Background: an optimization exercise with open tools, aiming at small area. Do not read the settings as production practice.
The RTL was checked by simulation tests, not by an equivalence proof against the original design.
Power is estimated from default activity; no workload was simulated.

Design mvm_uart_system, start of the top module:
module mvm_uart_system #(
  parameter CLOCKS_PER_PULSE = 16,  
            BITS_PER_WORD    = 8,
            PACKET_SIZE_TX   = BITS_PER_WORD + 5,
            W_Y_OUT          = 32,
            R=8, C=8, W_X=8, W_K=8
)(
  input  clk, rstn, rx,
  output tx
);
  reg [3:0] ph;
  always @(posedge clk or negedge rstn)
    if (!rstn) ph <= 4'd0;
    else       ph <= ph + 4'd1;
  reg [3:0] cnt, bitn;
  wire idle = (bitn == 4'd9);
  wire data = ~bitn[3];
  wire byte_end = (bitn == 4'd8) && (cnt == 4'd15);
  always @(posedge clk)
    cnt <= idle ? 4'd1 : cnt + 4'd1;
  always @(posedge clk or negedge rstn)
    if (!rstn)
      bitn <= 4'd9;
    else begin
      if (idle) begin
        if (!rx) bitn <= 4'd15;
      end else if (cnt == 4'd15)
        bitn <= bitn + 4'd1;
    end
  reg [6:0] nb;
  always @(posedge clk or negedge rstn)
    if (!rstn)         nb <= 7'd0;
    else if (byte_end) nb <= (nb == 7'd71) ? 7'd0 : nb + 7'd1;
  wire       xph = (nb[6:3] == 4'd0);
  wire [2:0] col = nb[2:0];
  wire       lastcol = !xph && (col == 3'd7);
  reg  [15:0] xr0, xr1, xr2, xr3;
  wire xins = xph && data && (ph == {col[0], bitn[2:0]});
  always @(posedge clk) begin
    xr0 <= {(xins && col[2:1] == 2'd0) ? rx : xr0[0], xr0[15:1]};
    xr1 <= {(xins && col[2:1] == 2'd1) ? rx : xr1[0], xr1[15:1]};
    xr2 <= {(xins && col[2:1] == 2'd2) ? rx : xr2[0], xr2[15:1]};
    xr3 <= {(xins && col[2:1] == 2'd3) ? rx : xr3[0], xr3[15:1]};
  end
  reg xt;
  always @* case (col[2:1])
    2'd0: xt = xr0[0];
    2'd1: xt = xr1[0];
    2'd2: xt = xr2[0];
    default: xt = xr3[0];
  endcase
  wire [3:0] d = {ph[3] ^ col[0], ph[2:0]};
  reg        kact;         
  reg  [2:0] kidx;         
  reg        kb;           
  reg        xs;           
  reg        cy;           
  reg  [3:0] hi;           
  reg [14:0] acc;          
  wire start0 = !xph && !kact && (bitn == 4'd0) && (d == 4'd15);
  ...
For scale: about 0.0044 sq mm of cells after synthesis.
Settings: LEC_CHECK=0, CAP_MARGIN=20, CORE_MARGIN=2, CORE_UTILIZATION=60, SLEW_MARGIN=20; clock period 10.0 ns.
standard.sh (not shown) runs the stock make flow with config.mk's settings and CLKGATE_MAP_FILE= SYNTH_SCRIPT=/design/flow/synth_recipe.tcl, a recipe that flattens the netlist after the stock synthesis.
==> flow/flow/run.sh <==
#!/bin/bash
# Standard layout, with adders left to ABC and a lighter clock tree.
set -euo pipefail
bash standard.sh ADDER_MAP_FILE= \
  "CTS_ARGS=-sink_clustering_enable -repair_clock_nets -dont_use_dummy_load -buf_list sky130_fd_sc_hd__clkbuf_8" \
  finish > standard.log 2>&1
Next try:
==> flow/flow/run.sh (replaced) <==
#!/bin/bash
# Standard layout, with adders left to ABC and a lighter clock tree.
set -euo pipefail
bash standard.sh ADDER_MAP_FILE= \
  "CTS_ARGS=-sink_clustering_enable -repair_clock_nets -dont_use_dummy_load -buf_list sky130_fd_sc_hd__clkbuf_4 -root_buf sky130_fd_sc_hd__clkbuf_8 -sink_clustering_size 12 -sink_clustering_max_diameter 60" \
  finish > standard.log 2>&1
Result:
- global-route usage is lower by 0.11 points
- non-clock buffer count does not change
- hold slack got worse by 0.0072 ns
- synthesized area stays the same
- die area does not change
- via count is higher by 0.73%
- register-to-register slack stays flat
- routed wire length is lower by 1.2%
- worst setup slack improved by 0.022 ns
- critical path depth stays the same
- fmax is higher by 0.65%
Next try:
==> flow/run.sh (new file) <==
#!/bin/bash
# synth_recipe.tcl (not shown) runs the flow's synth.tcl, then flattens the netlist and writes it again
# the make line also repeats each setting of config.mk as NAME=value (left out here)
make -C /OpenROAD-flow-scripts/flow DESIGN_CONFIG=/design/flow/config.mk WORK_HOME=/design/flow/orfs CLKGATE_MAP_FILE= SYNTH_SCRIPT=/design/flow/synth_recipe.tcl finish
CTS_BUF_LIST = sky130_fd_sc_hd__clkbuf_8   (was not set)
CTS_CLUSTER_DIAMETER = 100   (was not set)
CTS_CLUSTER_SIZE = 25   (was not set)
removed: flow/flow/run.sh
removed: flow/standard.sh
What happened: Clock power increases by 79%. Final area rises by 8.7%. Register-to-register slack is worse by 1.4 ns.
Next try:
ABC_AREA = 1   (was not set)
CORE_UTILIZATION = 40   (was 60)
CTS_BUF_LIST = not set   (was sky130_fd_sc_hd__clkbuf_8)
CTS_CLUSTER_DIAMETER = not set   (was 100)
CTS_CLUSTER_SIZE = not set   (was 25)
The new run went through all stages and came out clean.
Count of clock-buffer cells in the layout went up by 2.
Worst setup slack gains 0.43 ns.
Global-route usage went down by 4.7 points.
Final cell count went up by about 23%.
Die area went up by about 50%.
Critical path depth went up by 1.
Fmax went up by about 12%.
Sequential power went down by about 9%.
Hold slack loses 0.0044 ns.
Power went up by about 6%.
Register-to-register slack gains 0.43 ns.
Next try:
==> flow/flow/run.sh (new file) <==
#!/bin/bash
# Standard layout, with adders left to ABC and a lighter clock tree.
set -euo pipefail
bash standard.sh ADDER_MAP_FILE= \
  "CTS_ARGS=-sink_clustering_enable -repair_clock_nets -dont_use_dummy_load -buf_list sky130_fd_sc_hd__clkbuf_4" \
  finish > standard.log 2>&1
==> flow/standard.sh (new file) <==
#!/bin/bash
# synth_recipe.tcl (not shown) runs the flow's synth.tcl, then flattens the netlist and writes it again
# the make line also repeats each setting of config.mk as NAME=value (left out here)
make -C /OpenROAD-flow-scripts/flow DESIGN_CONFIG=/design/flow/config.mk WORK_HOME=/design/flow/orfs CLKGATE_MAP_FILE= SYNTH_SCRIPT=/design/flow/synth_recipe.tcl "${@:-finish}"
ABC_AREA = not set   (was 1)
CORE_UTILIZATION = 60   (was 40)
removed: flow/run.sh
The changed run completed without violations.
Via count goes down by a few percent.
Synthesized cell count shrinks by roughly a tenth.
Synthesized area is lower by a few percent.
Register-to-register slack improved by 0.94 ns.
Power shrinks by a quarter to a third.
Clock-buffer cell count came out lower by 2.
First-iteration DRC count is higher by well over a third.
Die area decreases by a quarter to a third.
Sequential power stays flat.

-- static timing again, ports no longer ideal --
Ports are ideal in the flow. The routed layouts listed here were re-timed in OpenROAD. Step 1: set_driving_cell puts a clkbuf_16 on clk and a buf_2 on each other input, an assumption about the parent block. Step 2 adds t to the input delays and takes it off the output delays; t is the mean of the earliest and latest rising clock arrival at the registers after step 1. Input paths then give back, and output paths get back, about the clock's delay inside the block. a / b / c = ideal ports / drivers / drivers and shift; a / b = the first two.
run | t (ns) | setup WS [ns] | worst slew at a driven data input, ns | cell pins on the clock port's net
the first run | 0.432 | 6.549 / 6.522 / 6.849 | 0.03 | 1
the second run | 0.408 | 6.572 / 6.544 / 6.841 | 0.03 | 1
the third run | 0.452 | 5.993 / 5.993 / 5.993 | 0.03 | 1
the fourth run | 0.448 | 6.423 / 6.423 / 6.423 | 0.03 | 1
the fifth run | 0.488 | 6.488 / 6.461 / 6.845 | 0.03 | 1
After both steps every run listed still meets setup and hold.
